From an optimization exercise on the open Yosys and OpenROAD flow, aimed at small area and a short achievable clock period; shortcuts taken in it are not production practice.
At most, simulation tests tie the RTL to the original design; equivalence was not proved.
Only the layout flow was run in runs 3 and 4; the RTL was not checked for function there.
No run shown here takes its clock network from TritonCTS; it comes from the design's own scripts or RTL.
The clock port is modelled as an ideal driver, which makes a skipped or thinned clock tree look cheaper than it is; a real chip needs a root buffer or a tree.
Power is estimated from default activity; no workload was simulated.

**config.mk**
```make
export PLATFORM = sky130hd
export DESIGN_NAME = CPU
export DESIGN_NICKNAME = CPU
export VERILOG_FILES = /design/flow/design.v
export SDC_FILE = /design/flow/constraint.sdc
export NUM_CORES = 4
export LEC_CHECK = 0
export CAP_MARGIN = 20
export CORE_MARGIN = 2
export CORE_UTILIZATION = 40
export SETUP_SLACK_MARGIN = 2.4
export SLEW_MARGIN = 20
```
**constraint.sdc**
```tcl
create_clock -name core_clock -period 6.0 [get_ports {clk}]
set_input_delay 1.2000 -clock core_clock [delete_from_list [all_inputs] [get_ports {clk}]]
set_output_delay 1.2000 -clock core_clock [all_outputs]
set_load 0.01 [all_outputs]
```
**design.v**
```verilog
module CPU (clk, input_8bit, output_8bit, cmd_addr, cmd_8bit, rst);
  input  wire       clk;
  input  wire       rst;
  input  wire [7:0] input_8bit;
  input  wire [7:0] cmd_8bit;
  output wire [7:0] output_8bit;
  output reg  [7:0] cmd_addr;
  reg [7:0] r0, r1, r2, r3, r4, r5;
  reg       j;
  reg       b1, b2;
  wire [1:0] op = cmd_8bit[7:6];
  wire [2:0] s  = cmd_8bit[5:3];
  wire [2:0] d  = cmd_8bit[2:0];
  wire is_imm = (op == 2'b00);
  wire is_cal = (op == 2'b01);
  wire is_cpy = (op == 2'b10);
  wire is_cnd = (op == 2'b11);
  wire [6:0] q;
  genvar k;
  generate
    for (k = 0; k < 7; k = k + 1) begin : dec
      assign q[k] = (s == k);
    end
  endgenerate
  wire out_en_n;
  OVT_NEN uen (.op(op), .rst(rst), .d(d), .y(out_en_n));
  wire [7:0] bus;
  genvar i;
  generate
    for (i = 0; i < 8; i = i + 1) begin : src
      wire x01, x23, x45;
      wire x6 = ~(q[6] & input_8bit[i]);
      OVT_AOI22 u01 (.a(q[0]), .b(r0[i]), .c(q[1]), .d(r1[i]), .y(x01));
      OVT_AOI22 u23 (.a(q[2]), .b(r2[i]), .c(q[3]), .d(r3[i]), .y(x23));
      OVT_AOI22 u45 (.a(q[4]), .b(r4[i]), .c(q[5]), .d(r5[i]), .y(x45));
      OVT_NAND4 ub  (.a(x01), .b(x23), .c(x45), .d(x6), .y(bus[i]));
      OVT_AOI41 uo  (.a(x01), .b(x23), .c(x45), .d(x6), .e(out_en_n), .y(output_8bit[i]));
    end
  endgenerate
  wire [7:0] b   = r2 ^ {8{d[0]}};
  wire [7:0] sum = r1 + b + {7'd0, d[0]};
  wire [7:0] g   = r1 & r2;
  wire [7:0] o   = r1 | r2;
  wire [7:0] lg  = (d[0] ? g : o) ^ {8{d[0] ^ d[1]}};
  wire [7:0] alu = d[2] ? (d[1] ? 8'd0 : sum) : lg;
  wire z = (r3 == 8'd0);
  wire n = r3[7];
  wire t = d[2] ^ (d[0] & z | d[1] & n);
  wire jump = is_cnd & t;
  wire [7:0] r0_in = {8{~rst}} & (is_imm ? cmd_8bit : bus);
  wire [7:0] r3_in = {8{~rst}} & (is_cal ? alu : bus);
  wire [7:0] rx_in = {8{~rst}} & bus;
  wire we0 = rst | is_imm | (is_cpy & d == 3'd0);
  wire we1 = rst | (is_cpy & d == 3'd1);
  wire we2 = rst | (is_cpy & d == 3'd2);
  wire we3 = rst | is_cal | (is_cpy & d == 3'd3);
  wire we4 = rst | (is_cpy & d == 3'd4);
  wire we5 = rst | (is_cpy & d == 3'd5);
  always @(posedge clk) begin
    if (we0) r0 <= r0_in;
    if (we1) r1 <= rx_in;
    if (we2) r2 <= rx_in;
    if (we3) r3 <= r3_in;
    if (we4) r4 <= rx_in;
    if (we5) r5 <= rx_in;
  end
  wire [7:0] f = j ? r0 : cmd_addr + {7'd0, ~(b1 | b2)};
  always @(posedge clk) begin
    if (rst) begin
      cmd_addr <= 8'd0;
      j        <= 1'b0;
      b1       <= 1'b1;
      b2       <= 1'b0;
    end else begin
      cmd_addr <= f;
      j        <= jump;
      b1       <= 1'b0;
      b2       <= b1;
    end
  end
endmodule
module OVT_AOI22 (a, b, c, d, y);
  input  wire a, b, c, d;
  output wire y;
  assign y = ~(a & b | c & d);
endmodule
module OVT_NAND4 (a, b, c, d, y);
  input  wire a, b, c, d;
  output wire y;
  assign y = ~(a & b & c & d);
endmodule
module OVT_AOI41 (a, b, c, d, e, y);
  input  wire a, b, c, d, e;
  output wire y;
  assign y = ~(a & b & c & d | e);
endmodule
module OVT_NEN (op, rst, d, y);
  input  wire [1:0] op;
  input  wire       rst;
  input  wire [2:0] d;
  output wire       y;
  assign y = ~(op[1] & ~op[0] & ~rst & d[2] & d[1] & ~d[0]);
endmodule
```
**flow/run.sh**
```bash
#!/bin/bash
# Own layout flow: the standard ORFS flow (standard.sh), with these changes:
#  - synthesis is the standard flow's synthesis script unchanged except for the abc script
#    (flow/abc.script, an area-oriented mapping) and any extra abc options
#    in flow/abc_args (cells abc may not use); registers are mapped by the
#    same dfflibmap step before abc, so their names and cells are unchanged;
#  - extra ORFS make variables, one per line, from flow/make_args
#    (port buffer cell, clock tree options, kept modules); @W@ in a line
#    stands for the work folder.
#  - optionally (flow/late_margin) a different setup slack margin for the
#    steps after clock tree synthesis.
# Every tool's output goes to flow.log (and flow_finish.log) in the work folder, and ORFS writes its
# own per-step logs under orfs/logs.
set -euo pipefail
W=$(pwd)
extra=""
[[ -f "$W/flow/abc_args" ]] && extra=$(tr '\n' ' ' < "$W/flow/abc_args")
sed 's#log_cmd abc {\*}\$abc_args#log_cmd abc -script '"$W"'/flow/abc.script {*}[lrange $abc_args 2 end] '"$extra"'#' \
  "$FLOW_HOME/scripts/synth.tcl" > "$W/my_synth.tcl"
grep -q 'flow/abc.script' "$W/my_synth.tcl"
sed "s#source \$::env(SCRIPTS_DIR)/synth.tcl#source $W/my_synth.tcl#" "$W/synth_recipe.tcl" > "$W/my_synth_recipe.tcl"
grep -q 'my_synth.tcl' "$W/my_synth_recipe.tcl"
sed "s#SYNTH_SCRIPT=[^ ]*#SYNTH_SCRIPT=$W/my_synth_recipe.tcl#" "$W/standard.sh" > "$W/my_standard.sh"
grep -q 'my_synth_recipe.tcl' "$W/my_standard.sh"
args=()
if [[ -f "$W/flow/make_args" ]]; then
  while IFS= read -r line; do
    [[ -n "$line" && "$line" != \#* ]] && args+=("${line//@W@/$W}")
  done < "$W/flow/make_args"
fi
if [[ -f "$W/flow/late_margin" ]]; then
  # up to clock tree synthesis with config.mk's SETUP_SLACK_MARGIN, the rest
  # (global route's repair) with the margin in flow/late_margin
  bash "$W/my_standard.sh" "${args[@]}" cts > "$W/flow.log" 2>&1
  bash "$W/my_standard.sh" "${args[@]}" "SETUP_SLACK_MARGIN=$(tr -d ' \n' < "$W/flow/late_margin")" finish > "$W/flow_finish.log" 2>&1
else
  bash "$W/my_standard.sh" "${args[@]}" finish > "$W/flow.log" 2>&1
fi
```
**flow/abc.script**
```
strash
&get -n
&dch
&nf -R 1000 -p
&put
```
**flow/late_margin**
```
2.1
```
**flow/make_args**
```
BUFFER_PORTS_ARGS=-buffer_cell sky130_fd_sc_hd__buf_2
PRE_CTS_TCL=@W@/flow/pre_cts.tcl
SYNTH_KEEP_MODULES=OVT_AOI22 OVT_NAND4 OVT_AOI41 OVT_NEN
REMOVE_ABC_BUFFERS=1
```
**flow/pre_cts.tcl**
```tcl
# Sourced by ORFS's cts.tcl before clock_tree_synthesis (PRE_CTS_TCL).
# The design has 65 flip-flops close together.  Instead of TritonCTS's
# H-tree, the flip-flops are split into four groups by location (halves in
# x, then halves in y) and the clock port drives one clock buffer per group,
# placed at the group's centroid; clock_tree_synthesis is then a no-op.
set pre_cts_buf [expr {[info exists ::env(PRE_CTS_BUF)] ? $::env(PRE_CTS_BUF) : "sky130_fd_sc_hd__clkbuf_8"}]
set block [ord::get_db_block]
set clk_master [[ord::get_db] findMaster $pre_cts_buf]
set clk_net [$block findNet clk]
set sinks {}
foreach it [$clk_net getITerms] {
  set box [[$it getInst] getBBox]
  lappend sinks [list $it [expr {([$box xMin] + [$box xMax]) / 2}] [expr {([$box yMin] + [$box yMax]) / 2}]]
}
proc pre_cts_halves { items idx } {
  set s [lsort -integer -index $idx $items]
  set h [expr {[llength $s] / 2}]
  return [list [lrange $s 0 [expr {$h - 1}]] [lrange $s $h end]]
}
set groups {}
foreach half [pre_cts_halves $sinks 1] {
  foreach quarter [pre_cts_halves $half 2] { lappend groups $quarter }
}
set g 0
foreach group $groups {
  set sx 0
  set sy 0
  foreach s $group {
    set sx [expr {$sx + [lindex $s 1]}]
    set sy [expr {$sy + [lindex $s 2]}]
  }
  set n [llength $group]
  set buf [odb::dbInst_create $block $clk_master clkbuf_g$g]
  set net [odb::dbNet_create $block clk_g$g]
  $net setSigType CLOCK
  foreach s $group {
    set it [lindex $s 0]
    $it disconnect
    $it connect $net
  }
  [$buf findITerm A] connect $clk_net
  [$buf findITerm X] connect $net
  $buf setLocation [expr {$sx / $n}] [expr {$sy / $n}]
  $buf setPlacementStatus PLACED
  puts "pre_cts.tcl: clkbuf_g$g ($pre_cts_buf) drives $n clock pins"
  incr g
}
proc clock_tree_synthesis { args } {
  puts "pre_cts.tcl: clock_tree_synthesis skipped (one clock buffer per flip-flop group)"
}
```
**standard.sh**
```bash
#!/bin/bash
# synth_recipe.tcl (not shown) runs the flow's synth.tcl, then flattens the netlist and writes it again
# the make line also repeats each setting of config.mk as NAME=value (left out here)
make -C /OpenROAD-flow-scripts/flow DESIGN_CONFIG=/design/flow/config.mk WORK_HOME=/design/flow/orfs CLKGATE_MAP_FILE= SYNTH_SCRIPT=/design/flow/synth_recipe.tcl "${@:-finish}"
```
==> flow_summary_export.csv, run 1 <==
group,metric,value,unit
layout,num_antenna_cells,0,
synth,ys_seq_area_share,51.7,%
grt,antenna_found_initial,0,
floorplanning,die_w,93.7,um
timing,fin_crit,3580,ps
synth,syn-cell-area,3220,um^2
setup_path,worstPathArrival,2380,ps
route,drt_wl_total,9000,um
floorplanning,fp-row-count,32,
status,status,"no timing/DRC/antenna violations",
setup_path,cp.required,4800,ps
setup_path,crit_type,"in2out",
grt,grt_max_degree,41,
synth,synth_compound_area_share,18.4,%
layout,final_nets,372,
route,drt_first_pass_iters,4,
synth,synthSimpleGateAreaFrac,15.3,%
timing,max_slew_margin,58.9,%
route,ant_nets,0,
route,drt_iter0_drc,205,
grt,grt_use_total,20.7,%
route,drc,0,
synth,synthCells,294,
power,pwr-share-clk,19.1,%
setup_path,path_max_fanout,8,
synth,synth_top_family_by_area,"compound AO/OA/AOI/OAI gates",
synth,yosysMostFrequentCell,"edfxtp_1",
timing,fin_crit_sh,59.7,%
synth,synth_xor_area_share,6.26,%
synth,synth_edf_count,48,
grt,grt_pass1_vias,2502,
power,pwr-share-seq,59.7,%
power,intPower,0.615,mW
layout,layoutNonFillerInstCount,441,
timing,setup_violations,0,
route,viasPerCell,6.03,
synth,syn_avg_cell_area,10.9,um^2
placement,gp_congestion,0.882,
floorplanning,die_area,8780,um^2
placement,io_buffers,33,
timing,fmax,279,MHz
floorplanning,core_area,7770,um^2
power,power_frac_comb,21.2,%
floorplanning,initial_utilization,41.4,%
timing,maxSlewViolCount,0,
setup_path,end_kind,"primary output",
synth,synth_commonest_cells,"edfxtp_1 (48), nor2_1 (34), a22oi_1 (24)",
grt,grt_pass1_wl,13800,um
setup_path,start_kind,"input port",
grt,grt-ovfl-total,0,
power,p_sw,0.235,mW
layout,syn_to_final_growth,13.8,%
power,sw_frac_of_total,27.7,%
timing,worst_slew_pin_slew,617,ps
route,wire_per_inst,20.4,um
synth,synthMuxAreaShare,0.622,%
synth,yosysUniqueCellTypes,36,
synth,synthArstFlopShare,0,%
power,ir_worst_vdd,0.170,mV
min_path,min_path_type,"reg2reg",
synth,yosysTopAreaCellShare,44.8,%
placement,dp_cells,433,
power,power.density,232,nW/um^2
timing,finClkSkew,6.80,ps
floorplanning,die_h,93.7,um
timing,fin_setup_tns,0,ps
power,p_leak,1.36,nW
floorplanning,pin_count,34,
clock_network,clk_latency,150,ps
synth,yosys-top-cells-area,"edfxtp_1 (45%), dfxtp_1 (6.8%), a22oi_1 (5.6%), ha_1 (4.7%), xor2_1 (4.4%)",
synth,ys_warn_count,1,
route,num_vias,2659,
run,cap_violations,0,
synth,synthAdderAreaFrac,7.47,%
placement,dp_hpwl,6040,um
layout,final_layout_size_suffix_gt1_share,15.3,%
synth,synthFlopType,"edfxtp_1",
synth,yosysTopAreaCell,"edfxtp_1",
clock_network,clkTransAtPathRegs,90,ps
synth,ys_ff_latch,59,
timing,finalHoldViolCount,0,
timing,rsz0062_at_grt,"false",
## power by group through the flow
stage                     clock network (mW)  registers [mW]  logic (mW)
after global placement                     0           0.515       0.169
after detailed placement                   0           0.516       0.172
final                                  0.162           0.508       0.180
after CTS                              0.119           0.516       0.179
after global routing                   0.176           0.511       0.202
after floorplan                            0           0.508       0.117
## layer usage
metal	global-route usage, %	up-vias	share of wire, %
met4	7.85	0	5.1
met3	1.44	26	6.9
met5	0	-	0
li1	-	1240	-
met1	30.3	1290	44
met2	32.2	103	44
## placed cells by master, fill, tap and decap left out, types with 2 or more instances in the layout
cell      count
nor2b_1      11
clkbuf_8      4
a311o_1       2
nand2_1      20
nand4_1       8
a21oi_1      16
a21o_1        2
nor2_1       33
ha_1         12
nor3_1        9
a31o_1        4
a311oi_1      2
mux2i_1       2
xor2_1       16
nor3b_1       2
maj3_1        7
edfxtp_1     48
a41oi_1       8
and3b_2       2
a22oi_1      24
clkinv_1      2
nand3_1       5
buf_4        10
nor4_1        2
and2_0        2
buf_2        31
o21ai_0      15
dfxtp_1      11
a211oi_1      9
xnor2_1       7
## metrics by stage
step | instance area (um^2) | hold WS, ps | util, % | total power, mW | worst slack (ps)
floorplan | 3220 | 439 | - | 0.625 | 2520
global placement | 3540 | 448 | 45.6 | 0.684 | 2060
detailed placement | 3540 | 456 | 45.6 | 0.688 | 1980
CTS | 3660 | 458 | 47.1 | 0.814 | 2430
global route | 3660 | 499 | 47.1 | 0.889 | 2210
finish | 3660 | 469 | 47.1 | 0.851 | 2420
## per-module statistics from Yosys (local to each module, per instance)
module	copies in the design	cell area (um^2)	flops+latches	cells
OVT_NAND4	8	6.26	0	1
CPU	1	2900	59	251
OVT_AOI41	8	8.76	0	1
OVT_AOI22	24	7.51	0	1
OVT_NEN	1	16.3	0	3
## critical path, cell delays in order
cell and delay (ps):
buf_2 190, nand2_1 90, nor2_2 380, a22oi_1 160, a41oi_1 190, buf_2 160
## logic make-up after synthesis
| family | after synthesis |
|---|---|
| adder cells (fa/ha/maj) | 20 |
| AND/OR/NAND/NOR | 101 |
| flip-flops | 59 |
| AO/OA/AOI/OAI | 86 |
| multiplexers | 2 |
| buffers and inverters | 3 |
| XOR/XNOR | 23 |
## registers in the layout (all words and copies together) (netlist names)
name and flops:
r2 8, b1 1, r4 8, j 1, r5 8, cmd_addr 8
r3 8, r1 8, b2 1, r0 8
## cell type report
cell class              instances  area, um^2
repair buffers                 41         230
flip-flops and latches         59        1660
fillers                       748        4110
well taps                     102         128
inverters                       3        12.5
plain buffers                   4        55.1
multi-input cells             232        1570
## timing repair
item,4_1_cts,5_1_grt
gates resized for setup,10,0
setup buffers,4,0
hold buffers,0,0
endpoints found under the setup margin,12,0
## final timing paths
check	start	endpoint	slack, ps	cells past startpoint
hold / removal	b1	b2	470	1
setup / recovery	cmd_8bit[4]	output_8bit[6]	2420	6
hold reg to reg	b1	b2	470	1
setup reg to reg	r2[2]	r3[7]	3400	10
==> run 2: changes to the inputs <==
==> flow/late_margin (replaced) <==
2.2
--- a/config.mk
+++ b/config.mk
@@ -9,4 +9,4 @@
 export CORE_MARGIN = 2
 export CORE_UTILIZATION = 40
-export SETUP_SLACK_MARGIN = 2.4
+export SETUP_SLACK_MARGIN = 2.6
 export SLEW_MARGIN = 20
==> run 2 against run 1 <==
Still clean; hold slack is essentially flat; critical path depth is the same; maximum frequency grew 1.8%; sequential share of layout area shrank 1.8 points; flip-flop and latch count is the same; global-route usage grew 0.15 points; register-to-register slack gained 180 ps; total power grew 1.1%; routed wire length grew 0.83%; cell count grew 1.1%; critical path type unchanged.
==> flow_summary_export.csv, run 2 <==
group,metric,value,unit
placement,io_buffers,33,
timing,max_slew_margin,58.2,%
setup_path,end_kind,"primary output",
setup_path,r2r_start,"r2[2]",
floorplanning,die_w,93.7,um
min_path,min_from,"b1",
synth,synth_commonest_cells,"edfxtp_1 (48), nor2_1 (34), a22oi_1 (24)",
synth,yosysUniqueCellTypes,36,
run,cap_violations,0,
timing,maxSlewViolCount,0,
setup_path,cp_cell_sequence,"buf_4 > nor3b_1 > buf_4 > a22oi_1 > a41oi_1 > buf_2",
synth,ys_seq_area_share,51.7,%
setup_path,reg2regPathDepth,10,
synth,synth_compound_area_share,18.4,%
layout,mostFrequentLayoutCells,"edfxtp_1 (48), nor2_1 (33), buf_2 (26), nand2_1 (20)",
layout,final_nets,377,
min_path,whs_path_depth,1,
route,drt_wl_total,9080,um
synth,yosys-top-cells-area,"edfxtp_1 (45%), dfxtp_1 (6.8%), a22oi_1 (5.6%), ha_1 (4.7%), xor2_1 (4.4%)",
status,status,"no timing/DRC/antenna violations",
setup_path,start_kind,"input port",
min_path,min_to,"b2",
synth,yosysTopAreaCell,"edfxtp_1",
synth,synth_top_family_by_area,"compound AO/OA/AOI/OAI gates",
setup_path,worstReg2RegEnd,"r3[7]",
grt,antenna_found_initial,0,
route,wire_per_inst,20.3,um
placement,dp_hpwl,6040,um
power,ir_worst_vdd,0.168,mV
setup_path,worstPathArrival,2320,ps
setup_path,reg2reg_setup_slack,3580,ps
power,p_leak,1.41,nW
floorplanning,fp-row-count,32,
synth,synth_xor_area_share,6.26,%
synth,synthMuxAreaShare,0.622,%
layout,ff_latch_area,1660,um^2
timing,fin_setup_tns,0,ps
setup_path,cpPeakStageDelay,240,ps
clock_network,clkTransAtPathRegs,90,ps
setup_path,crit_type,"in2out",
power,p_total,0.860,mW
layout,layout_commonest_cell,"edfxtp_1",
synth,yosysMostFrequentCell,"edfxtp_1",
synth,synthFlopType,"edfxtp_1",
route,drt_first_pass_iters,5,
synth,synthArstFlopShare,0,%
route,drc,0,
timing,finClkSkew,8.98,ps
synth,ys_ff_latch,59,
floorplanning,core_area,7770,um^2
setup_path,path_max_fanout,8,
power,power.density,226,nW/um^2
power,p_sw,0.237,mW
route,viasPerCell,6.01,
setup_path,crit_slowest_cell,"nor3b_1",
timing,rsz0062_at_grt,"false",
route,drt_iter0_drc,248,
clock_network,clk_latency,150,ps
floorplanning,pin_count,34,
placement,gp_congestion,0.882,
timing,fmax,284,MHz
min_path,min_path_type,"reg2reg",
grt,grt_max_degree,41,
layout,num-fill-cells,728,
timing,fin_crit,3520,ps
setup_path,cp.required,4800,ps
layout,syn_to_final_growth,18.5,%
grt,grt_pass1_vias,2536,
synth,ys_warn_count,1,
grt,grt-ovfl-total,0,
power,intPower,0.623,mW
setup_path,startpoint,"cmd_8bit[5]",
floorplanning,die_h,93.7,um
floorplanning,die_area,8780,um^2
timing,finalHoldViolCount,0,
timing,fin_crit_sh,58.7,%
setup_path,crit_top_cell,"buf_4",
synth,syn-cell-area,3220,um^2
synth,synthCells,294,
timing,setup_violations,0,
timing,worst_slew_pin_slew,626,ps
power,power_frac_comb,22.2,%
route,ant_nets,0,
layout,final_layout_size_suffix_gt1_share,20.1,%
synth,syn_avg_cell_area,10.9,um^2
floorplanning,initial_utilization,41.4,%
synth,yosysTopAreaCellShare,44.8,%
layout,num_antenna_cells,0,
route,num_vias,2680,
power,pwr-share-seq,59.2,%
grt,grt_use_total,20.8,%
synth,synthAdderAreaFrac,7.47,%
power,pwr-share-clk,18.6,%
grt,grt_pass1_wl,13900,um
layout,multiInputGateArea,1640,um^2
power,sw_frac_of_total,27.6,%
synth,synth_edf_count,48,
synth,synthSimpleGateAreaFrac,15.3,%
-- run 2: cell counts after synthesis --
No cell type changed its count.
-- run 2: stage by stage --
| stage | utilization, % | hold WS [ps] | setup WS (ps) | std cells | cell area [um^2] |
|---|---|---|---|---|---|
| after CTS | 49.1 | 458 | 2560 | 446 | 3810 |
| final | 49.1 | 468 | 2480 | 446 | 3810 |
| after global routing | 49.1 | 499 | 2400 | 446 | 3810 |
| after floorplan | - | 439 | 2520 | 294 | 3220 |
| after global placement | 45.6 | 448 | 2060 | 433 | 3540 |
| after detailed placement | 45.6 | 456 | 1980 | 433 | 3540 |
-- run 2: Yosys stat by module, one instance, submodules excluded --
module | cells | times used | cell area (um^2)
OVT_AOI22 | 1 | 24 | 7.51
OVT_NAND4 | 1 | 8 | 6.26
CPU | 251 | 1 | 2900
OVT_NEN | 3 | 1 | 16.3
OVT_AOI41 | 1 | 8 | 8.76
-- run 2: kinds of logic after synthesis --
group | after synthesis
simple gates | 101
flops | 59
compound gates | 86
xor+xnor | 23
fa+ha+maj | 20
mux | 2
buf+inv | 3
-- run 2: how the worst max path moves through the flow --
stage	end	slack (ps)	depth (start not counted)
2_1_floorplan	output_8bit[0]	2520	3
3_3_place_gp	output_8bit[4]	2060	5
3_5_place_dp	output_8bit[6]	1980	5
4_1_cts	output_8bit[6]	2560	6
5_1_grt	output_8bit[3]	2400	6
6_report	output_8bit[6]	2480	6
-- run 2: area by class of cell --
class	instances	area share (%)
multi-input combinational	232	43.0
sequential	59	43.6
timing repair buffer	46	8.31
tap	102	3.35
buffer	4	1.44
inverter	3	0.328
-- run 2: power by group through the flow --
stage	logic (mW)	clock network (mW)	registers (mW)
finish	0.191	0.160	0.510
global route	0.212	0.176	0.513
CTS	0.189	0.119	0.518
detailed placement	0.172	0	0.516
global placement	0.169	0	0.515
floorplan	0.117	0	0.508
-- run 2: worst max-delay path: cells and delay by family --
family	cells	cell delay [ps]
buffers and inverters	3	550
AOI/OAI and AO/OA	2	310
and+or+nand+nor	1	240
-- run 2: what timing repair did --
action | in CTS | in global routing
hold buffers | 0 | 0
setup buffers | 9 | 0
resized for setup | 32 | 0
endpoints found under the setup margin | 15 | 0
-- run 2: layer usage --
layer	global-route usage, %	routed length (um)	up-vias
met5	0	0	-
li1	-	-	1252
met4	7.61	453	0
met3	1.36	636	26
met1	30.2	4000	1298
met2	33.0	3990	104
==> run 3: changes to the inputs <==
--- a/design.v
+++ b/design.v
@@ -40,8 +40,13 @@
   wire [7:0] b   = r2 ^ {8{d[0]}};
   wire [7:0] sum = r1 + b + {7'd0, d[0]};
-  wire [7:0] g   = r1 & r2;
-  wire [7:0] o   = r1 | r2;
-  wire [7:0] lg  = (d[0] ? g : o) ^ {8{d[0] ^ d[1]}};
-  wire [7:0] alu = d[2] ? (d[1] ? 8'd0 : sum) : lg;
+  wire       nd0 = ~d[0];
+  wire       inv = d[0] ^ d[1];
+  wire [7:0] lg;
+  genvar m;
+  generate
+    for (m = 0; m < 8; m = m + 1) begin : logic_op
+      OVT_LOGIC ul (.a(r1[m]), .b(r2[m]), .c(nd0), .x(inv), .y(lg[m]));
+    end
+  endgenerate
   wire z = (r3 == 8'd0);
   wire n = r3[7];
@@ -49,5 +54,13 @@
   wire jump = is_cnd & t;
   wire [7:0] r0_in = {8{~rst}} & (is_imm ? cmd_8bit : bus);
-  wire [7:0] r3_in = {8{~rst}} & (is_cal ? alu : bus);
+  wire k_sum = ~rst & is_cal & d[2] & ~d[1];
+  wire k_lg  = ~rst & is_cal & ~d[2];
+  wire k_bus = ~rst & ~is_cal;
+  wire [7:0] r3_in;
+  generate
+    for (m = 0; m < 8; m = m + 1) begin : r3_sel
+      OVT_AO222 us (.a(k_sum), .b(sum[m]), .c(k_lg), .d(lg[m]), .e(k_bus), .f(bus[m]), .y(r3_in[m]));
+    end
+  endgenerate
   wire [7:0] rx_in = {8{~rst}} & bus;
   wire we0 = rst | is_imm | (is_cpy & d == 3'd0);
@@ -102,2 +115,12 @@
   assign y = ~(op[1] & ~op[0] & ~rst & d[2] & d[1] & ~d[0]);
 endmodule
+module OVT_LOGIC (a, b, c, x, y);
+  input  wire a, b, c, x;
+  output wire y;
+  assign y = (a & b | a & c | b & c) ^ x;
+endmodule
+module OVT_AO222 (a, b, c, d, e, f, y);
+  input  wire a, b, c, d, e, f;
+  output wire y;
+  assign y = a & b | c & d | e & f;
+endmodule
==> flow/make_args (replaced) <==
BUFFER_PORTS_ARGS=-buffer_cell sky130_fd_sc_hd__buf_2
PRE_CTS_TCL=@W@/flow/pre_cts.tcl
SYNTH_KEEP_MODULES=OVT_AOI22 OVT_NAND4 OVT_AOI41 OVT_NEN OVT_LOGIC OVT_AO222
REMOVE_ABC_BUFFERS=1
--- a/config.mk
+++ b/config.mk
@@ -9,4 +9,4 @@
 export CORE_MARGIN = 2
 export CORE_UTILIZATION = 40
-export SETUP_SLACK_MARGIN = 2.6
+export SETUP_SLACK_MARGIN = 2.4
 export SLEW_MARGIN = 20
removed: flow/late_margin
==> run 3 against run 2 <==
Combinational power is 9% lower; worst setup slack worse by 7.3 ps; total power down 2.4%; die area is 1.0% lower; first-iteration DRC count is 33% higher; cell count decreased by 4.9%; routed wire length shrank 9.8%; still clean on timing, DRC and antenna; via count shrank 9.1%; sequential share of layout area up 1.5 points; synthesized cell count decreased by 4.8%; core utilization down 1.4 points; hold slack worse by 0.61 ps.
==> flow_summary_export.csv, run 3 <==
group,metric,value,unit
status,status,"no timing/DRC/antenna violations",
timing,fin_setup_tns,0,ps
synth,synth_xor_area_share,8.25,%
setup_path,crit_top_cell,"buf_2",
floorplanning,initial_utilization,41.2,%
timing,finClkSkew,12.2,ps
setup_path,startpoint,"cmd_8bit[4]",
setup_path,cpPeakStageDelay,330,ps
synth,yosys-top-cells-area,"edfxtp_1 (45%), dfxtp_1 (6.9%), xor2_1 (6.6%), a22oi_1 (5.7%), ha_1 (4.7%)",
timing,fin_crit,3530,ps
grt,antenna_found_initial,0,
synth,ys_warn_count,1,
setup_path,crit_slowest_cell,"and3b_2",
clock_network,clk_latency,150,ps
power,ir_worst_vdd,0.111,mV
setup_path,reg2reg_setup_slack,3460,ps
synth,synth_commonest_cells,"edfxtp_1 (48), nor2_1 (30), a22oi_1 (24), xor2_1 (24), nand2_1 (17)",
route,num_vias,2436,
min_path,min_path_type,"reg2reg",
power,p_total,0.840,mW
synth,synthSimpleGateAreaFrac,14.2,%
floorplanning,die_w,93.2,um
synth,synthArstFlopShare,0,%
timing,hold_ws,468,ps
layout,num-fill-cells,713,
synth,ys_ff_latch,59,
timing,setup_violations,0,
setup_path,path_depth,5,
route,drt_wl_total,8190,um
timing,fmax,284,MHz
grt,grt-ovfl-total,0,
route,viasPerCell,5.75,
layout,final_nets,355,
synth,synthCells,280,
setup_path,worstPathArrival,2330,ps
layout,syn_to_final_growth,15.7,%
floorplanning,die_h,93.2,um
synth,syn_avg_cell_area,11.4,um^2
floorplanning,fp-row-count,32,
synth,yosysTopAreaCellShare,45.3,%
grt,grt_pass1_wl,13000,um
route,drt_iter0_drc,331,
power,p_leak,1.39,nW
layout,mostFrequentLayoutCells,"edfxtp_1 (48), buf_2 (30), nor2_1 (29), xor2_1 (24), a22oi_1 (24)",
placement,post_dp_cell_area,3480,um^2
setup_path,crit_type,"in2out",
synth,synth_top_family_by_area,"compound AO/OA/AOI/OAI gates",
placement,io_buffers,33,
setup_path,r2r_start,"r2[0]",
synth,synthMuxAreaShare,0.629,%
layout,final_area,3680,um^2
route,drt_first_pass_iters,5,
floorplanning,pin_count,34,
grt,grt_pass1_vias,2409,
synth,synthAdderAreaFrac,7.86,%
clock_network,ctsHoldBuffers,0,
synth,synth_edf_count,48,
route,drc,0,
route,wire_per_inst,19.3,um
min_path,whs_path_depth,1,
timing,max_slew_margin,30.3,%
floorplanning,core_area,7730,um^2
min_path,min_from,"b1",
setup_path,start_kind,"input port",
synth,synthFlopType,"edfxtp_1",
grt,grt_use_total,19.3,%
setup_path,cp_cell_sequence,"buf_2 > and3b_2 > a22oi_1 > a41oi_1 > buf_2",
placement,dp_hpwl,6090,um
power,power.density,228,nW/um^2
route,ant_nets,0,
clock_network,clkTransAtPathRegs,80,ps
layout,final_layout_size_suffix_gt1_share,15.8,%
floorplanning,die_area,8690,um^2
setup_path,cp.required,4800,ps
layout,layout_commonest_cell,"edfxtp_1",
setup_path,reg2regPathDepth,9,
grt,grt_max_degree,34,
run,cap_violations,0,
setup_path,cp_top_family,"compound AO/OA/AOI/OAI gates",
layout,utilization,47.7,%
synth,synth_compound_area_share,15.4,%
setup_path,end_kind,"primary output",
timing,rsz0062_at_grt,"false",
timing,finalHoldViolCount,0,
synth,yosysTopAreaCell,"edfxtp_1",
timing,maxSlewViolCount,0,
timing,fin_crit_sh,58.8,%
synth,syn-cell-area,3180,um^2
synth,ys_seq_area_share,52.2,%
setup_path,cp_num_buf_inv,2,
layout,num_antenna_cells,0,
placement,gp_congestion,0.917,
timing,worst_slew_pin_slew,1040,ps
synth,yosysUniqueCellTypes,32,
synth,yosysMostFrequentCell,"edfxtp_1",
setup_path,path_max_fanout,8,
[run 3: repair_timing]
action	in CTS	in global routing
resized for setup	14	7
pin swaps	1	3
cloned	0	0
endpoints found under the setup margin	15	8
endpoints found under the hold margin	0	0
buffers inserted	1	3
[run 3: per-module statistics from Yosys, one instance, submodules excluded]
module | flops+latches | cells inside | times used | area [um^2]
OVT_LOGIC | 0 | 2 | 8 | 18.8
OVT_NAND4 | 0 | 1 | 8 | 6.26
OVT_AOI22 | 0 | 1 | 24 | 7.51
OVT_NEN | 0 | 3 | 1 | 16.3
OVT_AOI41 | 0 | 1 | 8 | 8.76
CPU | 59 | 205 | 1 | 2610
OVT_AO222 | 0 | 2 | 8 | 13.8
[run 3: per-layer routing]
layer | routed length (um) | GRT usage [%] | share of wire, % | vias up
met4 | 252 | 5.15 | 3.1 | 0
li1 | - | - | - | 1167
met3 | 585 | 2.01 | 7.1 | 14
met1 | 3670 | 28.4 | 45 | 1175
met5 | 0 | 0 | 0 | -
met2 | 3680 | 30.4 | 45 | 80
[run 3: layout make-up]
| type | instances | area [um^2] | area share [%] |
|---|---|---|---|
| Sequential cell | 59 | 1660 | 45.1 |
| Multi-Input combinational cell | 209 | 1540 | 41.7 |
| Timing Repair Buffer | 38 | 251 | 6.83 |
| Tap cell | 102 | 128 | 3.47 |
| Buffer | 4 | 55.1 | 1.50 |
| Inverter | 12 | 50.0 | 1.36 |
[run 3: where the power goes]
| part | leakage (nW) | switching (mW) | total [mW] | internal (mW) |
|---|---|---|---|---|
| Sequential | 0.590 | 0.0265 | 0.510 | 0.483 |
| Combinational | 0.773 | 0.102 | 0.173 | 0.0704 |
| Clock | 0.0288 | 0.0955 | 0.157 | 0.0615 |
[run 3: path summary, 6_finish.rpt]
check,to
setup / recovery,output_8bit[0]
hold / removal,b2
setup reg to reg,r3[6]
hold reg to reg,b2
[run 3: through the flow]
| step | setup slack [ps] | cells |
|---|---|---|
| floorplan | 2520 | 280 |
| global placement | 1900 | 416 |
| detailed placement | 1890 | 416 |
| CTS | 2390 | 421 |
| global route | 2400 | 424 |
| finish | 2470 | 424 |
[run 3: logic make-up (layout without fill, tap and decap cells)]
| group | Yosys count | in the layout |
|---|---|---|
| simple gates | 91 | 91 |
| compound gates | 65 | 65 |
| flops | 59 | 59 |
| xor+xnor | 30 | 30 |
| fa+ha+maj | 21 | 21 |
| buf+inv | 12 | 54 |
| mux | 2 | 2 |
==> run 4: changes to the inputs <==
==> flow/late_margin (new file) <==
2.3
--- a/config.mk
+++ b/config.mk
@@ -9,4 +9,4 @@
 export CORE_MARGIN = 2
 export CORE_UTILIZATION = 40
-export SETUP_SLACK_MARGIN = 2.4
+export SETUP_SLACK_MARGIN = 2.5
 export SLEW_MARGIN = 20
==> run 4 against run 3 <==
Still clean on timing, DRC and antenna; clock skew about the same; global-route usage increased by 0.17 points; routed wire length increased by 0.71%; cell count unchanged; sequential power about the same.
==> flow_summary_export.csv, run 4 <==
group,metric,value,unit
synth,synthCells,280,
placement,io_buffers,33,
power,power.density,229,nW/um^2
synth,synthFlopType,"edfxtp_1",
setup_path,worstPathArrival,2310,ps
synth,syn_avg_cell_area,11.4,um^2
layout,layout_commonest_cell,"edfxtp_1",
placement,gp_congestion,0.917,
synth,synth_edf_count,48,
power,ir_worst_vdd,0.111,mV
setup_path,cpPeakStageDelay,240,ps
timing,fin_ws,2490,ps
synth,synth_commonest_cells,"edfxtp_1 (48), nor2_1 (30), a22oi_1 (24), xor2_1 (24), nand2_1 (17)",
setup_path,start_kind,"input port",
floorplanning,die_area,8690,um^2
layout,num_antenna_cells,0,
synth,yosysUniqueCellTypes,32,
setup_path,crit_type,"in2out",
timing,finClkSkew,11.9,ps
timing,finalHoldViolCount,0,
floorplanning,initial_utilization,41.2,%
floorplanning,pin_count,34,
timing,maxSlewViolCount,0,
setup_path,cp_num_buf_inv,3,
grt,grt_use_total,19.5,%
setup_path,path_max_fanout,8,
layout,syn_to_final_growth,15.3,%
timing,fmax,285,MHz
floorplanning,die_h,93.2,um
run,cap_violations,0,
synth,synthAdderAreaFrac,7.86,%
placement,pre_cts_ws,1890,ps
route,ant_nets,0,
grt,antenna_found_initial,0,
route,drc,0,
power,p_leak,1.39,nW
min_path,min_path_type,"reg2reg",
grt,grt_pass1_vias,2433,
placement,dp_cells,416,
status,status,"no timing/DRC/antenna violations",
synth,yosysTopAreaCell,"edfxtp_1",
timing,rsz0062_at_grt,"false",
layout,final_nets,355,
timing,max_slew_margin,33.4,%
synth,synthArstFlopShare,0,%
setup_path,cp_cell_sequence,"buf_2 > nor3b_2 > buf_4 > a22oi_1 > a41oi_1 > buf_2",
synth,synthMuxAreaShare,0.629,%
grt,grt_pass1_wl,13100,um
layout,layoutNonFillerInstCount,424,
synth,yosysMostFrequentCell,"edfxtp_1",
timing,worst_slew_pin_slew,992,ps
synth,syn-cell-area,3180,um^2
placement,dp_hpwl,6090,um
grt,grt-ovfl-total,0,
synth,ys_seq_area_share,52.2,%
floorplanning,die_w,93.2,um
synth,synth_xor_area_share,8.25,%
setup_path,crit_slowest_cell,"a41oi_1",
setup_path,cp.required,4800,ps
synth,yosysTopAreaCellShare,45.3,%
layout,mostFrequentLayoutCells,"edfxtp_1 (48), buf_2 (30), nor2_1 (29), xor2_1 (24), a22oi_1 (24)",
grt,grt_max_degree,34,
synth,synth_top_family_by_area,"compound AO/OA/AOI/OAI gates",
synth,synthSimpleGateAreaFrac,14.2,%
synth,yosys-top-cells-area,"edfxtp_1 (45%), dfxtp_1 (6.9%), xor2_1 (6.6%), a22oi_1 (5.7%), ha_1 (4.7%)",
route,drt_iter0_drc,252,
timing,fin_crit_sh,58.4,%
timing,fin_setup_tns,0,ps
route,wire_per_inst,19.4,um
route,drt_first_pass_iters,5,
setup_path,end_kind,"primary output",
setup_path,crit_top_cell,"buf_2",
layout,final_layout_size_suffix_gt1_share,15.8,%
clock_network,clkTransAtPathRegs,80,ps
floorplanning,core_area,7730,um^2
synth,ys_warn_count,1,
timing,fin_crit,3510,ps
route,num_vias,2455,
floorplanning,fp-row-count,32,
synth,ys_ff_latch,59,
timing,hold_ws,468,ps
route,viasPerCell,5.79,
clock_network,ctsHoldBuffers,0,
clock_network,clk_latency,150,ps
route,drt_wl_total,8250,um
setup_path,cp_top_family,"buffers and inverters",
power,p_total,0.840,mW
synth,synth_compound_area_share,15.4,%
timing,setup_violations,0,
==> run 4: cell count changes in the layout (fill, tap and decap cells not counted), sizes merged <==
cell,before,now
buf,37,38
clkbuf,5,4
==> run 4: metrics by stage <==
stage | instance area (um^2) | utilization [%]
floorplan | 3180 | -
global placement | 3480 | 45.1
detailed placement | 3480 | 45.1
CTS | 3670 | 47.5
global route | 3670 | 47.5
finish | 3670 | 47.5
==> run 4: area by class of cell <==
class	count	area [um^2]
Tap cell	102	128
Fill cell	720	4060
Buffer	4	55.1
Multi-Input combinational cell	209	1530
Inverter	12	50.0
Timing Repair Buffer	38	248
Sequential cell	59	1660
==> run 4: power breakdown <==
group / internal [mW] / switching (mW)
registers: 0.483 / 0.0264
clock network: 0.0615 / 0.0957
logic: 0.0705 / 0.103
==> run 4: logic make-up after synthesis <==
logic type | after synthesis
AO/OA/AOI/OAI | 65
adder cells (fa/ha/maj) | 21
AND/OR/NAND/NOR | 91
XOR/XNOR | 30
buffers and inverters | 12
multiplexers | 2
flip-flops | 59
==> run 4: routing by layer <==
metal	track usage (%)	share of wire (%)	routed length, um
met3	2.01	8.2	675
met2	30.9	45	3720
met5	0	0	0
met4	5.51	3.5	286
met1	28.4	43	3570
==> run 4: worst paths after layout <==
path / to / slack [ps] / start / cells past startpoint
worst max-delay path: output_8bit[0] / 2490 / cmd_8bit[4] / 6
worst min-delay path: b2 / 470 / b1 / 1
worst max register to register: r3[7] / 3470 / r2[1] / 9
worst min register to register: b2 / 470 / b1 / 1
==> run 4: what timing repair did <==
item / 4_1_cts / 5_1_grt
buffers inserted: 4 / 0
setup endpoints to repair: 15 / 0
resized for setup: 18 / 0
==> run 4: worst reg2reg max path: stages (launching register included) <==
cell	delay, ps
edfxtp_1	460
xor2_1	260
ha_1	270
and3_1	140
a211o_1	300
nand3_1	120
o21ai_0	120
xnor2_1	150
a222oi_1	350
clkinv_1	110
==> run 4: per-module statistics from Yosys (local to each module, per instance) <==
module	flip-flops and latches	area [um^2]	copies in the design	cells inside
OVT_NEN	0	16.3	1	3
OVT_AOI41	0	8.76	8	1
OVT_NAND4	0	6.26	8	1
OVT_AO222	0	13.8	8	2
OVT_AOI22	0	7.51	24	1
CPU	59	2610	1	205
OVT_LOGIC	0	18.8	8	2
==> run 5: changes to the inputs <==
--- a/design.v
+++ b/design.v
@@ -53,5 +53,12 @@
   wire t = d[2] ^ (d[0] & z | d[1] & n);
   wire jump = is_cnd & t;
-  wire [7:0] r0_in = {8{~rst}} & (is_imm ? cmd_8bit : bus);
+  wire k_imm = ~rst & is_imm;
+  wire k_cp0 = ~rst & ~is_imm;
+  wire [7:0] r0_in;
+  generate
+    for (m = 0; m < 8; m = m + 1) begin : r0_sel
+      OVT_AO22 u0 (.a(k_imm), .b(cmd_8bit[m]), .c(k_cp0), .d(bus[m]), .y(r0_in[m]));
+    end
+  endgenerate
   wire k_sum = ~rst & is_cal & d[2] & ~d[1];
   wire k_lg  = ~rst & is_cal & ~d[2];
@@ -78,13 +85,20 @@
     if (we5) r5 <= rx_in;
   end
-  wire [7:0] f = j ? r0 : cmd_addr + {7'd0, ~(b1 | b2)};
+  wire [7:0] a_inc = cmd_addr + {7'd0, ~(b1 | b2)};
+  wire k_j   = ~rst & j;
+  wire k_inc = ~rst & ~j;
+  wire [7:0] a_next;
+  generate
+    for (m = 0; m < 8; m = m + 1) begin : a_sel
+      OVT_AO22 ua (.a(k_j), .b(r0[m]), .c(k_inc), .d(a_inc[m]), .y(a_next[m]));
+    end
+  endgenerate
   always @(posedge clk) begin
+    cmd_addr <= a_next;
     if (rst) begin
-      cmd_addr <= 8'd0;
       j        <= 1'b0;
       b1       <= 1'b1;
       b2       <= 1'b0;
     end else begin
-      cmd_addr <= f;
       j        <= jump;
       b1       <= 1'b0;
@@ -125,2 +139,7 @@
   assign y = a & b | c & d | e & f;
 endmodule
+module OVT_AO22 (a, b, c, d, y);
+  input  wire a, b, c, d;
+  output wire y;
+  assign y = a & b | c & d;
+endmodule
==> flow/make_args (replaced) <==
BUFFER_PORTS_ARGS=-buffer_cell sky130_fd_sc_hd__buf_2
PRE_CTS_TCL=@W@/flow/pre_cts.tcl
SYNTH_KEEP_MODULES=OVT_AOI22 OVT_NAND4 OVT_AOI41 OVT_NEN OVT_LOGIC OVT_AO222 OVT_AO22
REMOVE_ABC_BUFFERS=1
==> run 5 against run 4 <==
Cell area is 0.61% lower; die area is 1.0% lower; critical path depth stayed put; sequential power hardly changed; register-to-register slack better by 40 ps; critical endpoint unchanged; still clean on timing, DRC and antenna.
==> flow_summary_export.csv, run 5 <==
group,metric,value,unit
grt,grt_util_met1,28.5,%
clock_network,clkTransAtPathRegs,100,ps
grt,antenna_found_initial,0,
synth,yosys-top-cells-area,"edfxtp_1 (46%), dfxtp_1 (7.0%), xor2_1 (6.4%), a22oi_1 (5.7%), ha_1 (4.8%)",
synth,synth_top_family_by_area,"compound AO/OA/AOI/OAI gates",
timing,fmax,283,MHz
layout,final_nets,336,
floorplanning,die_w,92.7,um
route,wire_per_inst,19.5,um
floorplanning,pin_count,34,
layout,num_antenna_cells,0,
timing,setup_violations,0,
route,ant_nets,0,
synth,synth_xor_area_share,8.35,%
setup_path,crit_slowest_cell,"nor3b_4",
min_path,min_path_type,"reg2reg",
setup_path,cp_cell_sequence,"buf_2 > nor3b_4 > buf_12 > a22oi_1 > a41oi_1 > buf_2",
timing,finClkSkew,16.7,ps
floorplanning,die_h,92.7,um
synth,synthFlopType,"edfxtp_1",
setup_path,cp_num_buf_inv,3,
synth,yosysTopAreaCell,"edfxtp_1",
route,drt_first_pass_iters,5,
synth,synth_edf_count,48,
grt,use_met2,29.9,%
grt,top_usage_layer,"met2",
layout,mostFrequentLayoutCells,"edfxtp_1 (48), buf_2 (30), a22oi_1 (23), xor2_1 (22), nand2_1 (18)",
placement,dp_cells,397,
grt,grt-ovfl-total,0,
timing,fin_crit_sh,58.8,%
setup_path,start_kind,"input port",
synth,ys_warn_count,1,
synth,syn_avg_cell_area,12.1,um^2
setup_path,cp.required,4800,ps
clock_network,clk_latency,160,ps
setup_path,crit_type,"in2out",
route,drt_iter0_drc,198,
grt,grt_pass1_wl,12300,um
floorplanning,initial_utilization,41.0,%
synth,yosysUniqueCellTypes,30,
synth,syn-cell-area,3150,um^2
synth,synth_compound_area_share,18.4,%
setup_path,end_kind,"primary output",
grt,grt_max_degree,24,
setup_path,r2r_start,"r2[2]",
layout,layout_commonest_cell,"edfxtp_1",
timing,max_slew_margin,26.5,%
synth,ys_seq_area_share,52.8,%
placement,gp_congestion,0.963,
setup_path,reg2regPathDepth,9,
timing,finalHoldViolCount,0,
setup_path,path_depth,6,
floorplanning,core_area,7690,um^2
power,ir_worst_vdd,0.152,mV
floorplanning,die_area,8600,um^2
route,drc,0,
setup_path,path_max_fanout,8,
route,drt_wl_total,7890,um
setup_path,crit_path_end,"output_8bit[0]",
placement,io_buffers,33,
synth,yosysMostFrequentCell,"edfxtp_1",
setup_path,crit_top_cell,"buf_2",
route,num_vias,2304,
clock_network,ctsHoldBuffers,0,
power,p_leak,1.41,nW
route,viasPerCell,5.69,
setup_path,startpoint,"cmd_8bit[3]",
timing,fin_crit,3530,ps
setup_path,worstPathArrival,2330,ps
grt,grt_use_total,18.5,%
setup_path,worstReg2RegEnd,"r3[5]",
status,status,"no timing/DRC/antenna violations",
synth,synth_commonest_cells,"edfxtp_1 (48), a22oi_1 (24), xor2_1 (23)",
layout,layoutNonFillerInstCount,405,
layout,syn_to_final_growth,15.9,%
synth,synthSimpleGateAreaFrac,11.1,%
synth,synthArstFlopShare,0,%
timing,rsz0062_at_grt,"false",
placement,dp_hpwl,5880,um
timing,worst_slew_pin_slew,1090,ps
synth,synthCells,261,
setup_path,reg2reg_setup_slack,3510,ps
run,cap_violations,0,
power,power.density,230,nW/um^2
layout,final_layout_size_suffix_gt1_share,17.5,%
synth,synthMuxAreaShare,0,%
setup_path,cpPeakStageDelay,280,ps
timing,maxSlewViolCount,0,
grt,grt_pass1_vias,2235,
timing,fin_setup_tns,0,ps
synth,ys_ff_latch,59,
setup_path,cp_top_family,"buffers and inverters",
floorplanning,fp-row-count,32,
synth,yosysTopAreaCellShare,45.8,%
synth,synthAdderAreaFrac,7.95,%
grt,globalRouteMet3Util,1.06,%
[run 5: through the flow]
step	hold WS (ps)	util, %	area (um^2)	setup slack (ps)	power, mW
after floorplan	439	-	3150	2520	0.620
after global placement	452	44.9	3450	1870	0.675
after detailed placement	454	44.9	3450	1890	0.676
after CTS	459	47.5	3650	2500	0.807
after global routing	489	47.5	3650	2400	0.883
final	471	47.5	3650	2470	0.840
[run 5: how the worst min path moves through the flow]
| stage | start | endpoint | slack [ps] | depth (start not counted) |
|---|---|---|---|---|
| 4_1_cts | b1 | b2 | 460 | 1 |
| 5_1_grt | b1 | b2 | 490 | 1 |
| 2_1_floorplan | b1 | b2 | 440 | 1 |
| 6_report | b1 | b2 | 470 | 1 |
| 3_5_place_dp | b1 | b2 | 450 | 1 |
| 3_3_place_gp | b1 | b2 | 450 | 1 |
[run 5: power breakdown]
| part | internal, mW | total [mW] | switching, mW |
|---|---|---|---|
| combinational | 0.0712 | 0.171 | 0.100 |
| sequential | 0.483 | 0.508 | 0.0244 |
| clock | 0.0616 | 0.161 | 0.0996 |
[run 5: cell type report]
class,instances,area [um^2]
multi-input cells,190,1510
well taps,102,128
repair buffers,38,248
fillers,718,4040
inverters,12,50.0
flip-flops and latches,59,1660
plain buffers,4,55.1
[run 5: per-layer routing]
layer | wire (um) | vias to the layer above | share of wire (%)
li1 | - | 1128 | -
met1 | 3610 | 1096 | 46
met2 | 3620 | 75 | 46
met3 | 584 | 5 | 7.4
met4 | 77 | 0 | 0.98
met5 | 0 | - | 0
[run 5: logic make-up after synthesis]
logic type | count (synthesis)
buffers and inverters | 12
adders and majority gates | 21
AOI/OAI and AO/OA | 72
xor gates and xnor gates | 30
DFF | 59
and+or+nand+nor | 67
[run 5: what timing repair did]
| item | in CTS | in global routing |
|---|---|---|
| endpoints found under the setup margin | 14 | 0 |
| buffers inserted | 4 | 0 |
| endpoints found under the hold margin | 0 | 0 |
| gates resized for setup | 19 | 0 |
[run 5: Yosys stat by module (local to each module, per instance)]
| module | flops+latches | copies in the design |
|---|---|---|
| CPU | 59 | 1 |
| OVT_AO22 | 0 | 16 |
| OVT_AO222 | 0 | 8 |
| OVT_AOI22 | 0 | 24 |
| OVT_AOI41 | 0 | 8 |
| OVT_LOGIC | 0 | 8 |
| OVT_NAND4 | 0 | 8 |
| OVT_NEN | 0 | 1 |
[run 5: worst reg2reg max path, stage by stage (launching register included)]
cell and delay (ps):
edfxtp_1 430, xor2_1 170, ha_1 340, and3_1 180
a211o_1 300, nand3_1 110, nand2_1 60, xor2_1 140
a222oi_1 400, clkinv_1 120
==> run 6: changes to the inputs <==
--- a/design.v
+++ b/design.v
@@ -34,5 +34,5 @@
       OVT_AOI22 u23 (.a(q[2]), .b(r2[i]), .c(q[3]), .d(r3[i]), .y(x23));
       OVT_AOI22 u45 (.a(q[4]), .b(r4[i]), .c(q[5]), .d(r5[i]), .y(x45));
-      OVT_NAND4 ub  (.a(x01), .b(x23), .c(x45), .d(x6), .y(bus[i]));
+      OVT_AOI41 ub  (.a(x01), .b(x23), .c(x45), .d(x6), .e(rst), .y(bus[i]));
       OVT_AOI41 uo  (.a(x01), .b(x23), .c(x45), .d(x6), .e(out_en_n), .y(output_8bit[i]));
     end
@@ -54,5 +54,5 @@
   wire jump = is_cnd & t;
   wire k_imm = ~rst & is_imm;
-  wire k_cp0 = ~rst & ~is_imm;
+  wire k_cp0 = ~is_imm;
   wire [7:0] r0_in;
   generate
@@ -63,5 +63,5 @@
   wire k_sum = ~rst & is_cal & d[2] & ~d[1];
   wire k_lg  = ~rst & is_cal & ~d[2];
-  wire k_bus = ~rst & ~is_cal;
+  wire k_bus = ~is_cal;
   wire [7:0] r3_in;
   generate
@@ -70,5 +70,4 @@
     end
   endgenerate
-  wire [7:0] rx_in = {8{~rst}} & bus;
   wire we0 = rst | is_imm | (is_cpy & d == 3'd0);
   wire we1 = rst | (is_cpy & d == 3'd1);
@@ -79,9 +78,9 @@
   always @(posedge clk) begin
     if (we0) r0 <= r0_in;
-    if (we1) r1 <= rx_in;
-    if (we2) r2 <= rx_in;
+    if (we1) r1 <= bus;
+    if (we2) r2 <= bus;
     if (we3) r3 <= r3_in;
-    if (we4) r4 <= rx_in;
-    if (we5) r5 <= rx_in;
+    if (we4) r4 <= bus;
+    if (we5) r5 <= bus;
   end
   wire [7:0] a_inc = cmd_addr + {7'd0, ~(b1 | b2)};
@@ -112,9 +111,4 @@
   assign y = ~(a & b | c & d);
 endmodule
-module OVT_NAND4 (a, b, c, d, y);
-  input  wire a, b, c, d;
-  output wire y;
-  assign y = ~(a & b & c & d);
-endmodule
 module OVT_AOI41 (a, b, c, d, e, y);
   input  wire a, b, c, d, e;
==> flow/make_args (replaced) <==
BUFFER_PORTS_ARGS=-buffer_cell sky130_fd_sc_hd__buf_2
PRE_CTS_TCL=@W@/flow/pre_cts.tcl
SYNTH_KEEP_MODULES=OVT_AOI22 OVT_AOI41 OVT_NEN OVT_LOGIC OVT_AO222 OVT_AO22
REMOVE_ABC_BUFFERS=1
==> run 6 against run 5 <==
Via count up 4.0%; core utilization is essentially flat; critical path depth down 1; sequential share of layout area increased by 0.22 points; synthesized cell count decreased by 4.2%; maximum frequency is 0.32% lower; hold slack better by 2.0 ps.
==> flow_summary_export.csv, run 6 <==
group,metric,value,unit
min_path,min_path_type,"reg2reg",
layout,utilization,47.5,%
synth,yosysUniqueCellTypes,31,
synth,synthArstFlopShare,0,%
floorplanning,die_w,92.2,um
grt,grt_use_total,18.7,%
synth,ys_seq_area_share,53.4,%
power,ir_worst_vdd,0.135,mV
floorplanning,core_area,7650,um^2
grt,grt_pass1_vias,2300,
layout,final_nets,332,
layout,syn_to_final_growth,16.6,%
timing,rsz0062_at_grt,"false",
setup_path,cp.required,4800,ps
synth,synth_commonest_cells,"edfxtp_1 (48), a22oi_1 (24), xor2_1 (23)",
synth,ys_ff_latch,59,
route,num_vias,2396,
setup_path,cp_top_family,"compound AO/OA/AOI/OAI gates",
clock_network,ctsHoldBuffers,0,
synth,syn_avg_cell_area,12.5,um^2
timing,hold_ws,473,ps
layout,layoutNonFillerInstCount,401,
route,ant_nets,0,
setup_path,crit_type,"in2out",
route,viasPerCell,5.98,
run,cap_violations,0,
timing,max_slew_margin,34.4,%
setup_path,worstPathArrival,2340,ps
power,power.density,230,nW/um^2
route,wire_per_inst,20.0,um
setup_path,path_max_fanout,8,
grt,grt-ovfl-total,0,
route,drt_wl_total,8020,um
synth,yosysMostFrequentCell,"edfxtp_1",
placement,dp_cells,386,
timing,setup_violations,0,
layout,mostFrequentLayoutCells,"edfxtp_1 (48), buf_2 (30), a22oi_1 (23), xor2_1 (22), nand2_1 (17)",
clock_network,clkTransAtPathRegs,90,ps
floorplanning,fp-row-count,32,
placement,gp_congestion,0.816,
synth,syn-cell-area,3110,um^2
synth,synthCells,250,
grt,grt_max_degree,24,
layout,layout_commonest_cell,"edfxtp_1",
layout,final_layout_size_suffix_gt1_share,19.7,%
setup_path,reg2reg_setup_slack,3460,ps
setup_path,cp_num_buf_inv,2,
timing,finalHoldViolCount,0,
synth,synthFlopType,"edfxtp_1",
grt,grt_pass1_wl,12500,um
synth,yosys-top-cells-area,"edfxtp_1 (46%), dfxtp_1 (7.1%), xor2_1 (6.5%), a22oi_1 (5.8%), ha_1 (4.8%)",
synth,yosysTopAreaCell,"edfxtp_1",
clock_network,clk_latency,150,ps
placement,dp_hpwl,5830,um
timing,fmax,282,MHz
timing,worst_slew_pin_slew,976,ps
layout,num_antenna_cells,0,
timing,fin_setup_tns,0,ps
floorplanning,pin_count,34,
setup_path,end_kind,"primary output",
route,drt_first_pass_iters,5,
power,p_leak,1.38,nW
timing,finClkSkew,7.12,ps
timing,maxSlewViolCount,0,
floorplanning,die_area,8500,um^2
power,p_total,0.833,mW
setup_path,cp_cell_sequence,"buf_2 > and3b_2 > a22oi_1 > a41oi_1 > buf_2",
floorplanning,initial_utilization,40.7,%
timing,fin_crit_sh,59.0,%
setup_path,crit_top_cell,"buf_2",
status,status,"no timing/DRC/antenna violations",
route,drt_iter0_drc,168,
floorplanning,die_h,92.2,um
synth,ys_warn_count,1,
grt,antenna_found_initial,0,
route,drc,0,
synth,synth_edf_count,48,
setup_path,start_kind,"input port",
placement,io_buffers,33,
setup_path,cpPeakStageDelay,320,ps
setup_path,crit_slowest_cell,"and3b_2",
synth,yosysTopAreaCellShare,46.3,%
timing,fin_crit,3540,ps
-- run 6: final timing paths --
kind,start,endpoint,cells after the start
worst max register to register,r2[2],r3[7],9
worst min-delay path,b1,b2,1
worst min register to register,b1,b2,1
worst max-delay path,cmd_8bit[4],output_8bit[2],5
-- run 6: area by class of cell --
class	count	area (um^2)
Sequential cell	59	1660
Timing Repair Buffer	45	263
Inverter	12	50.0
Fill cell	713	4020
Buffer	4	55.1
Multi-Input combinational cell	179	1470
Tap cell	102	128
-- run 6: power breakdown --
part           switching (mW)  internal [mW]  total [mW]
Clock                  0.0986         0.0616       0.160
Combinational          0.0948         0.0680       0.163
Sequential             0.0265          0.484       0.510
Total                   0.220          0.613       0.833
-- run 6: cells by family (layout without fill, tap and decap cells) --
family | Yosys count | count (layout) | share of synthesized area (%)
xor+xnor | 30 | 30 | 8.44
simple gates | 49 | 49 | 7.88
flops | 59 | 59 | 53.4
fa+ha+maj | 21 | 21 | 8.04
buf+inv | 12 | 61 | 1.45
compound gates | 79 | 79 | 20.8
-- run 6: Yosys stat by module, one instance, submodules excluded, excerpt --
module,cell area (um^2),cells inside
OVT_AOI22,7.51,1
OVT_NEN,16.3,3
OVT_LOGIC,18.8,2
CPU,2380,159
OVT_AOI41,8.76,1
OVT_AO222,13.8,2
-- run 6: metrics by stage --
step,setup slack (ps),instance area [um^2]
global route,2390,3630
CTS,2490,3630
global placement,1850,3410
detailed placement,1800,3410
floorplan,2520,3110
finish,2460,3630
-- run 6: worst reg2reg max path: cells and delay by family, from the launching register on --
| family | cells | cell delay, ps |
|---|---|---|
| XOR/XNOR | 2 | 340 |
| flip-flops | 1 | 460 |
| buffers and inverters | 1 | 100 |
| AND/OR/NAND/NOR | 2 | 310 |
| AO/OA/AOI/OAI | 3 | 770 |
| adder cells (fa/ha/maj) | 1 | 330 |
-- run 6: repair_timing --
item / in CTS / in global routing
resized for setup: 20 / 0
buffers inserted: 11 / 0
setup endpoints to repair: 23 / 0
-- run 6: per-layer routing --
metal  vias to the layer above  GRT usage (%)  wire length, um
met3                        11           1.15              362
li1                       1126              -                -
met4                         0           2.86              127
met1                      1191           25.7             3540
met5                         -              0                0
met2                        68           33.1             3990
==> run 7: changes to the inputs <==
==> flow/late_margin (replaced) <==
2.4
--- a/config.mk
+++ b/config.mk
@@ -9,4 +9,4 @@
 export CORE_MARGIN = 2
 export CORE_UTILIZATION = 40
-export SETUP_SLACK_MARGIN = 2.5
+export SETUP_SLACK_MARGIN = 2.6
 export SLEW_MARGIN = 20
==> run 7 against run 6 <==
Still clean; via count increased by 2.0%; cell count increased by 0.75%; clock skew decreased by 1.2 ps; combinational power increased by 7%; routed wire length increased by 0.90%; maximum frequency increased by 3.2%; sequential share of layout area decreased by 1.6 points; core utilization increased by 1.7 points; highest routed layer unchanged.
==> flow_summary_export.csv, run 7 <==
group,metric,value,unit
status,status,"no timing/DRC/antenna violations",
floorplanning,initial_utilization,40.7,%
synth,syn_avg_cell_area,12.5,um^2
clock_network,clkTransAtPathRegs,90,ps
timing,rsz0062_at_grt,"false",
synth,synth_commonest_cells,"edfxtp_1 (48), a22oi_1 (24), xor2_1 (23)",
setup_path,path_max_fanout,8,
setup_path,cpPeakStageDelay,270,ps
clock_network,ctsHoldBuffers,0,
power,p_leak,1.41,nW
grt,grt_use_total,18.9,%
synth,yosysTopAreaCellShare,46.3,%
min_path,min_to,"b2",
floorplanning,die_h,92.2,um
layout,layout_commonest_cell,"edfxtp_1",
grt,grt_pass1_wl,12600,um
synth,synth_edf_count,48,
timing,max_slew_margin,38.1,%
layout,final_area,3760,um^2
placement,io_buffers,33,
setup_path,crit_type,"in2out",
setup_path,worstPathArrival,2230,ps
setup_path,cp.required,4800,ps
synth,ys_seq_area_share,53.4,%
min_path,min_from,"b1",
min_path,whs_path_depth,1,
synth,ys_ff_latch,59,
synth,yosysMostFrequentCell,"edfxtp_1",
setup_path,crit_slowest_cell,"a22oi_1",
setup_path,end_kind,"primary output",
setup_path,cp_cell_sequence,"buf_6 > nor3b_4 > buf_4 > a22oi_1 > a41oi_2 > buf_2",
synth,synthFlopType,"edfxtp_1",
route,viasPerCell,6.05,
power,ir_worst_vdd,0.122,mV
grt,grt_max_degree,24,
clock_network,clk_latency,150,ps
timing,fmax,291,MHz
route,drc,0,
route,ant_nets,0,
route,drt_first_pass_iters,5,
synth,syn-cell-area,3110,um^2
grt,antenna_found_initial,0,
synth,yosysTopAreaCell,"edfxtp_1",
setup_path,worstReg2RegEnd,"r3[7]",
grt,grt-ovfl-total,0,
route,num_vias,2445,
route,drt_wl_total,8090,um
route,wire_per_inst,20.0,um
synth,synthCells,250,
layout,mostFrequentLayoutCells,"edfxtp_1 (48), buf_2 (27), xor2_1 (22), nand2_1 (16), a22o_1 (16)",
timing,setup_violations,0,
floorplanning,die_area,8500,um^2
timing,fin_setup_tns,0,ps
synth,yosys-top-cells-area,"edfxtp_1 (46%), dfxtp_1 (7.1%), xor2_1 (6.5%), a22oi_1 (5.8%), ha_1 (4.8%)",
floorplanning,die_w,92.2,um
setup_path,reg2regPathDepth,9,
synth,yosysUniqueCellTypes,31,
placement,dp_hpwl,5830,um
layout,syn_to_final_growth,20.8,%
floorplanning,pin_count,34,
floorplanning,fp-row-count,32,
timing,worst_slew_pin_slew,922,ps
setup_path,reg2reg_setup_slack,3490,ps
timing,fin_crit_sh,57.2,%
layout,final_nets,335,
setup_path,r2r_start,"r2[2]",
power,power.density,225,nW/um^2
layout,final_layout_size_suffix_gt1_share,24.8,%
route,drt_iter0_drc,170,
timing,fin_crit,3430,ps
grt,grt_pass1_vias,2338,
run,cap_violations,0,
layout,num-fill-cells,696,
min_path,min_path_type,"reg2reg",
synth,ys_warn_count,1,
timing,maxSlewViolCount,0,
timing,finClkSkew,5.93,ps
setup_path,start_kind,"input port",
timing,finalHoldViolCount,0,
synth,synthArstFlopShare,0,%
placement,gp_congestion,0.816,
floorplanning,core_area,7650,um^2
placement,post_dp_cell_area,3410,um^2
layout,num_antenna_cells,0,
-- run 7: changes by cell type in the layout (fill, tap and decap cells not counted), sizes merged --
| cell | delta |
|---|---|
| buf | +3 |
-- run 7: kinds of logic after synthesis --
family / after synthesis / share of synthesized area (%)
xor gates and xnor gates: 30 / 8.44
and+or+nand+nor: 49 / 7.88
DFF: 59 / 53.4
AOI/OAI and AO/OA: 79 / 20.8
adders and majority gates: 21 / 8.04
buffers and inverters: 12 / 1.45
-- run 7: repair_timing --
| item | in CTS | in global routing |
|---|---|---|
| endpoints found under the setup margin | 47 | 0 |
| resized for setup | 42 | 0 |
| setup buffers | 14 | 0 |
-- run 7: layout make-up --
type / count / area [um^2] / area share [%]
well taps: 102 / 128 / 3.39
repair buffers: 48 / 324 / 8.62
multi-input cells: 179 / 1540 / 41.0
plain buffers: 4 / 55.1 / 1.46
inverters: 12 / 50.0 / 1.33
flip-flops and latches: 59 / 1660 / 44.2
-- run 7: worst max-delay path, delay by kind of cell --
family | cells | cell delay (ps)
AND/OR/NAND/NOR | 1 | 150
buffers and inverters | 3 | 440
AO/OA/AOI/OAI | 2 | 430
-- run 7: how the worst max path moves through the flow --
stage / depth (start not counted) / to / slack (ps) / from
CTS: 6 / output_8bit[7] / 2600 / cmd_8bit[4]
finish: 6 / output_8bit[5] / 2570 / cmd_8bit[4]
global route: 7 / output_8bit[3] / 2470 / cmd_8bit[2]
floorplan: 3 / output_8bit[0] / 2520 / cmd_8bit[4]
global placement: 5 / output_8bit[7] / 1850 / cmd_8bit[5]
detailed placement: 5 / output_8bit[7] / 1800 / cmd_8bit[5]
-- run 7: report_power, final --
part / switching (mW) / internal, mW
Sequential: 0.0278 / 0.484
Combinational: 0.0984 / 0.0758
Clock: 0.0995 / 0.0616
Total: 0.226 / 0.621
-- run 7: layer usage --
metal / global-route usage [%] / part of all wire, % / vias to the layer above / routed length (um)
met5: 0 / 0 / - / 0
met4: 2.36 / 1.3 / 0 / 102
met3: 1.31 / 5.5 / 9 / 444
met2: 33.5 / 50 / 87 / 4050
met1: 26.1 / 43 / 1220 / 3490
li1: - / - / 1129 / -
-- run 7: Yosys stat by module, one instance, submodules excluded --
module / times used / flip-flops and latches
OVT_AO222: 8 / 0
OVT_AOI22: 24 / 0
CPU: 1 / 59
OVT_AO22: 16 / 0
OVT_LOGIC: 8 / 0
OVT_NEN: 1 / 0
OVT_AOI41: 16 / 0
-- run 7: stage by stage --
step                      setup slack, ps  utilization [%]  std cells  total power, mW  hold WS (ps)
after global routing                 2470             49.2        404            0.884           504
after CTS                            2600             49.2        404            0.814           465
final                                2570             49.2        404            0.847           473
after global placement               1850             44.6        386            0.670           450
after floorplan                      2520                -        250            0.615           439
after detailed placement             1800             44.6        386            0.672           464

-- separate check: timing with driven ports --
In the flow no input, the clock included, has a driving cell. The finished layouts below were timed again as built, in two steps. Step 1 assumes that a clkbuf_16 drives the clock port and a buf_2 every other input. Step 2 moves the port delays by t, midway between the first and last clock arrival at a register: inputs arrive t later, outputs are due t later. That takes back most of the time a late clock gives input paths. Three values: ideal, step 1, step 2; two values: the first two.
| run | t, ns | setup WS [ns] | worst register clock-pin slew, ns |
|---|---|---|---|
| run 1 | 0.217 | 2.418 / 2.392 / 2.392 | 0.10 / 0.10 |
| run 2 | 0.218 | 2.480 / 2.451 / 2.451 | 0.10 / 0.10 |
| run 3 | 0.207 | 2.473 / 2.440 / 2.438 | 0.09 / 0.09 |
| run 4 | 0.208 | 2.494 / 2.466 / 2.466 | 0.09 / 0.09 |
| run 5 | 0.213 | 2.470 / 2.447 / 2.447 | 0.10 / 0.10 |
| run 6 | 0.207 | 2.459 / 2.429 / 2.429 | 0.09 / 0.09 |
| run 7 | 0.208 | 2.568 / 2.533 / 2.533 | 0.09 / 0.09 |
After both steps every run listed still meets setup and hold.
